Background: an optimization exercise with open tools, aiming at small area and a short achievable clock period. Do not read the settings as production practice.
In this exercise RTL edits were held to simulation tests only and were not proved equivalent to the original.
The clock input has no modelled driver; a real chip could not lean on it and would need a root buffer or a full tree.
Power is estimated from default activity; no workload was simulated.

// fifo
module fifo (
    clK,
    fifo_WR,
    fifo_IN,
    fifo_RD,
    fifo_OUT,
    rsT,
    statuS
    );
==> flow/config.mk <==
export PLATFORM = sky130hd
export DESIGN_NAME = fifo
export DESIGN_NICKNAME = fifo
export VERILOG_FILES = /design/flow/design.v
export SDC_FILE = /design/flow/constraint.sdc
export NUM_CORES = 4
export LEC_CHECK = 0
export CAP_MARGIN = 20
export CORE_MARGIN = 2
export CORE_UTILIZATION = 70
export SETUP_SLACK_MARGIN = 1.6
export SLEW_MARGIN = 20
export SYNTH_HIERARCHICAL = 1
==> flow/constraint.sdc <==
create_clock -name core_clock -period 3.0 [get_ports {clK}]
set_input_delay 0.6000 -clock core_clock [delete_from_list [all_inputs] [get_ports {clK}]]
set_output_delay 0.6000 -clock core_clock [all_outputs]
set_load 0.01 [all_outputs]
standard.sh (not shown) runs the stock make flow with config.mk's settings and CLKGATE_MAP_FILE= SYNTH_SCRIPT=/design/flow/synth_recipe.tcl, a recipe that flattens the netlist after the stock synthesis.
==> flow/flow/run.sh <==
#!/bin/bash
# Layout flow: the standard flow (standard.sh), except that the clock
# tree is the fixed two-stage tree of flow/clocktree.tcl (clock port -> one
# clkbuf_16 per quadrant -> one clkbuf_16 per cluster of about 23
# flip-flops) instead of TritonCTS's three-stage tree. flow/pre_cts.tcl puts
# it in place of clock_tree_synthesis inside ORFS's CTS step.
set -euo pipefail
W=$(pwd)
export PRE_CTS_TCL="$W/flow/pre_cts.tcl"
bash standard.sh PRE_CTS_TCL="$W/flow/pre_cts.tcl" finish > "$W/standard_flow.log" 2>&1
Other scripts of this flow, unchanged in this note and not shown: flow/flow/clocktree.tcl, flow/flow/pre_cts.tcl
The first run finished with timing, DRC and antenna clean.
Edit:
Settings changed: SETUP_SLACK_MARGIN 1.6 to 1.45.
Result: Fmax came out lower by 8.2%. Global-route usage shrinks by 0.46 points. Routed wire length went down by 2.5%. Total power falls by 1.2%. First-iteration DRC count went down by 3.8%. Register-to-register slack is worse by 130 ps.
In every run of this note, the design's own scripts or RTL, not TritonCTS, make the clock network.

---

Starting RTL as in the previous note.
make LEC_CHECK=0 CAP_MARGIN=20 CORE_MARGIN=2 CORE_UTILIZATION=70 CTS_CLUSTER_DIAMETER=50 CTS_CLUSTER_SIZE=20 SETUP_SLACK_MARGIN=1.45 SLEW_MARGIN=20 SYNTH_HIERARCHICAL=1 finish   # period 3.0 ns
run.sh (not shown) runs the stock make flow with config.mk's settings and CLKGATE_MAP_FILE= SYNTH_SCRIPT=/design/flow/synth_recipe.tcl, a recipe that flattens the netlist after the stock synthesis.
Stock flow here: none of the scripts above is used.
==> next run, changes <==
SETUP_SLACK_MARGIN = 1.35   (was 1.45)
What happened: The changed run passed the timing, DRC and antenna checks; worst hold slack improves by 0.0098 ns; setup slack loses 0.11 ns; utilization climbs by 0.19 points; cell area hardly moves; routed wire length increases by 1.2%; clock-buffer cell count is higher by 7.
==> next run, changes <==
SETUP_SLACK_MARGIN = 1.6   (was 1.35)
Effect: Worst hold slack barely changes. Die area is unchanged. Power barely changes. Fmax increases by 6.1%. First-iteration DRC count climbs by about 5.4%. Synthesized cell count stays the same. Cell area came out higher by about 0.66%. Wire length grows by about 2.3%.

---

Setup of main:
Another version of the RTL of fifo (not shown whole).
Size in the first run: roughly 1,700 cells after synthesis, ~570 flip-flops.
## fifo
module fifo (
    clK,
    fifo_WR,
    fifo_IN,
    fifo_RD,
    fifo_OUT,
    rsT,
    statuS
    );
Settings: LEC_CHECK=0, CAP_MARGIN=20, CORE_MARGIN=2, CORE_UTILIZATION=70, SETUP_SLACK_MARGIN=1.55, SLEW_MARGIN=20, SYNTH_HIERARCHICAL=1, TNS_END_PERCENT=60; clock period 3.0 ns.
standard.sh (not shown) runs the stock make flow with config.mk's settings and CLKGATE_MAP_FILE= SYNTH_SCRIPT=/design/flow/synth_recipe.tcl, a recipe that flattens the netlist after the stock synthesis.
==> flow/flow/run.sh <==
#!/bin/bash
# Layout flow: the standard flow (standard.sh), except that the clock
# tree is the fixed two-stage tree of flow/clocktree.tcl (clock port -> one
# clkbuf_16 per quadrant -> one clkbuf_8 per strip of about 16 flip-flops)
# instead of TritonCTS's three-stage tree. flow/pre_cts.tcl puts
# it in place of clock_tree_synthesis inside ORFS's CTS step. The
# read-pointer flip-flops (Read_Sel_n) hang on the root buffers, one stage
# earlier than the rest: useful skew for the read mux paths they start.
# Port buffers are buf_2 instead of the delay buffer buffer_ports picks.
set -euo pipefail
W=$(pwd)
export PRE_CTS_TCL="$W/flow/pre_cts.tcl"
export BUFFER_PORTS_ARGS="-buffer_cell sky130_fd_sc_hd__buf_2"
bash standard.sh PRE_CTS_TCL="$PRE_CTS_TCL" BUFFER_PORTS_ARGS="$BUFFER_PORTS_ARGS" finish > "$W/standard_flow.log" 2>&1
==> flow/flow/pre_cts.tcl <==
# Sourced by ORFS's cts.tcl before it calls clock_tree_synthesis: replaces
# that command with a fixed two-stage clock tree (clocktree.tcl). Everything
# else in the CTS step (legalisation, timing repair) runs as usual.
source [file join [file dirname [info script]] clocktree.tcl]
rename clock_tree_synthesis tritoncts_clock_tree_synthesis
proc clock_tree_synthesis {args} {
  build_tree 1 8 sky130_fd_sc_hd__clkbuf_16 sky130_fd_sc_hd__clkbuf_8 {Read_Sel_n*}
  catch {global_connect}
  set_propagated_clock [all_clocks]
}
Other scripts of this flow, unchanged in this note and not shown: flow/flow/clocktree.tcl
What the feature branch does differently from main at the input level:
Settings: clearing TNS_END_PERCENT, which used to be 60.
diff --git a/flow/flow/run.sh b/flow/flow/run.sh
--- a/flow/flow/run.sh
+++ b/flow/flow/run.sh
@@ -3,4 +3,4 @@
 # tree is the fixed two-stage tree of flow/clocktree.tcl (clock port -> one
-# clkbuf_16 per quadrant -> one clkbuf_8 per strip of about 16 flip-flops)
-# instead of TritonCTS's three-stage tree. flow/pre_cts.tcl puts
+# clkbuf_16 per quadrant -> one clkbuf_16 per cluster of about 23
+# flip-flops) instead of TritonCTS's three-stage tree. flow/pre_cts.tcl puts
 # it in place of clock_tree_synthesis inside ORFS's CTS step. The
diff --git a/flow/flow/pre_cts.tcl b/flow/flow/pre_cts.tcl
--- a/flow/flow/pre_cts.tcl
+++ b/flow/flow/pre_cts.tcl
@@ -6,3 +6,3 @@
 proc clock_tree_synthesis {args} {
-  build_tree 1 8 sky130_fd_sc_hd__clkbuf_16 sky130_fd_sc_hd__clkbuf_8 {Read_Sel_n*}
+  build_tree 2 3 sky130_fd_sc_hd__clkbuf_16 sky130_fd_sc_hd__clkbuf_16 {Read_Sel_n*}
   catch {global_connect}
==> run notes <==
Comparing main and the feature branch, the higher clock network fraction of total power is on the feature branch.
Route | the feature branch vs main | wire longer in the feature branch
Higher final total power goes to the feature branch over main.
Re critical path depth in cells: no difference whatsoever between main and the feature branch.
In every run of this note, the design's own scripts or RTL, not TritonCTS, make the clock network.

---

Starting RTL as in the previous note.
// fifo
module fifo (
    clK,
    fifo_WR,
    fifo_IN,
    fifo_RD,
    fifo_OUT,
    rsT,
    statuS
    );
clock: 3.0 ns
lec_check: 0
cap_margin: 20
core_margin: 2
core_utilization: 70
setup_slack_margin: 1.6
slew_margin: 20
synth_hierarchical: 1
==> flow/flow/run.sh <==
#!/bin/bash
# Layout flow: the standard flow (standard.sh), except that the clock
# tree is the fixed two-stage tree of flow/clocktree.tcl (clock port -> one
# clkbuf_16 per quadrant -> one clkbuf_8 per strip of about 16 flip-flops)
# instead of TritonCTS's three-stage tree. flow/pre_cts.tcl puts
# it in place of clock_tree_synthesis inside ORFS's CTS step. The
# read-pointer flip-flops (Read_Sel_n) hang on the root buffers, one stage
# earlier than the rest: useful skew for the read mux paths they start.
# Port buffers are buf_2 instead of the delay buffer buffer_ports picks.
set -euo pipefail
W=$(pwd)
export PRE_CTS_TCL="$W/flow/pre_cts.tcl"
export BUFFER_PORTS_ARGS="-buffer_cell sky130_fd_sc_hd__buf_2"
bash standard.sh PRE_CTS_TCL="$PRE_CTS_TCL" BUFFER_PORTS_ARGS="$BUFFER_PORTS_ARGS" finish > "$W/standard_flow.log" 2>&1
==> flow/flow/pre_cts.tcl <==
# Sourced by ORFS's cts.tcl before it calls clock_tree_synthesis: replaces
# that command with a fixed two-stage clock tree (clocktree.tcl). Everything
# else in the CTS step (legalisation, timing repair) runs as usual.
source [file join [file dirname [info script]] clocktree.tcl]
rename clock_tree_synthesis tritoncts_clock_tree_synthesis
proc clock_tree_synthesis {args} {
  build_tree 1 8 sky130_fd_sc_hd__clkbuf_16 sky130_fd_sc_hd__clkbuf_8 {Read_Sel_n*}
  catch {global_connect}
  set_propagated_clock [all_clocks]
}
Other scripts of this flow, unchanged in this note and not shown: flow/flow/clocktree.tcl
The first run produced a clean layout.
Then changed:
--- a/flow/config.mk
+++ b/flow/config.mk
@@ -9,4 +9,4 @@
 export CORE_MARGIN = 2
-export CORE_UTILIZATION = 70
-export SETUP_SLACK_MARGIN = 1.6
+export CORE_UTILIZATION = 65
+export SETUP_SLACK_MARGIN = 1.55
 export SLEW_MARGIN = 20
Effect: The changed run completed without violations; final cell count is higher by 1.8%; synthesized area stays the same; die area climbs by 7.5%; routed wire length came out lower by 4.1%.
Then changed:
--- a/flow/flow/run.sh
+++ b/flow/flow/run.sh
@@ -3,4 +3,4 @@
 # tree is the fixed two-stage tree of flow/clocktree.tcl (clock port -> one
-# clkbuf_16 per quadrant -> one clkbuf_8 per strip of about 16 flip-flops)
-# instead of TritonCTS's three-stage tree. flow/pre_cts.tcl puts
+# clkbuf_16 per quadrant -> one clkbuf_16 per cluster of about 23
+# flip-flops) instead of TritonCTS's three-stage tree. flow/pre_cts.tcl puts
 # it in place of clock_tree_synthesis inside ORFS's CTS step. The
--- a/flow/flow/pre_cts.tcl
+++ b/flow/flow/pre_cts.tcl
@@ -6,3 +6,3 @@
 proc clock_tree_synthesis {args} {
-  build_tree 1 8 sky130_fd_sc_hd__clkbuf_16 sky130_fd_sc_hd__clkbuf_8 {Read_Sel_n*}
+  build_tree 2 3 sky130_fd_sc_hd__clkbuf_16 sky130_fd_sc_hd__clkbuf_16
   catch {global_connect}
--- a/flow/config.mk
+++ b/flow/config.mk
@@ -9,4 +9,4 @@
 export CORE_MARGIN = 2
-export CORE_UTILIZATION = 65
-export SETUP_SLACK_MARGIN = 1.55
+export CORE_UTILIZATION = 70
+export SETUP_SLACK_MARGIN = 1.6
 export SLEW_MARGIN = 20
Clock power rises by 13%. Area after synthesis is unchanged. Die area falls by 7.0%. Total power rises by 5.5%. Final area rises by 4.6%. Sequential power falls by about 0.5%.
In every run of this note, the design's own scripts or RTL, not TritonCTS, make the clock network.

==> afterwards: timing with drivers on the ports <==
The results above use ideal ports. As a check the final layouts listed here were re-extracted and re-timed, cells and wires unchanged. Step 1, drivers: a clkbuf_16 drives clK and a buf_2 each remaining input, both assumed. Step 2 adds t to the input delays and takes it off the output delays; t is the mean of the earliest and latest rising clock arrival at the registers after step 1. Input paths then give back, and output paths get back, about the clock's delay inside the block. Slacks: ideal / step 1 / step 2; pairs: ideal / step 1.
run | shift t [ns] | setup slack, ns | worst setup path at the end | pins driven straight from the clock port
the first run of note 1 | 0.466 | 1.529 / 1.479 / 1.243 | input to register | 4
the second run of note 1 | 0.459 | 1.397 / 1.353 / 1.149 | input to register | 4
the first run of note 2 | 0.599 | 1.402 / 1.349 / 0.987 | input to register | 1
the second run of note 2 | 0.611 | 1.293 / 1.293 / 0.893 | input to register | 1
the third run of note 2 | 0.603 | 1.391 / 1.335 / 1.020 | input to register | 1
main | 0.373 | 1.469 / 1.424 / 1.219 | input to register | 4
the feature branch | 0.387 | 1.526 / 1.455 / 1.270 | input to register | 4
the first run of note 4 | 0.376 | 1.545 / 1.458 / 1.280 | input to register | 4
the second run of note 4 | 0.382 | 1.493 / 1.462 / 1.253 | input to register | 4
the third run of note 4 | 0.455 | 1.360 / 1.360 / 1.084 | input to register | 4
After both steps setup and hold are still met in every run listed. The setup slack of the first run of note 2, which loses most, moves by -0.053 ns with the drivers and by -0.415 ns with both steps.
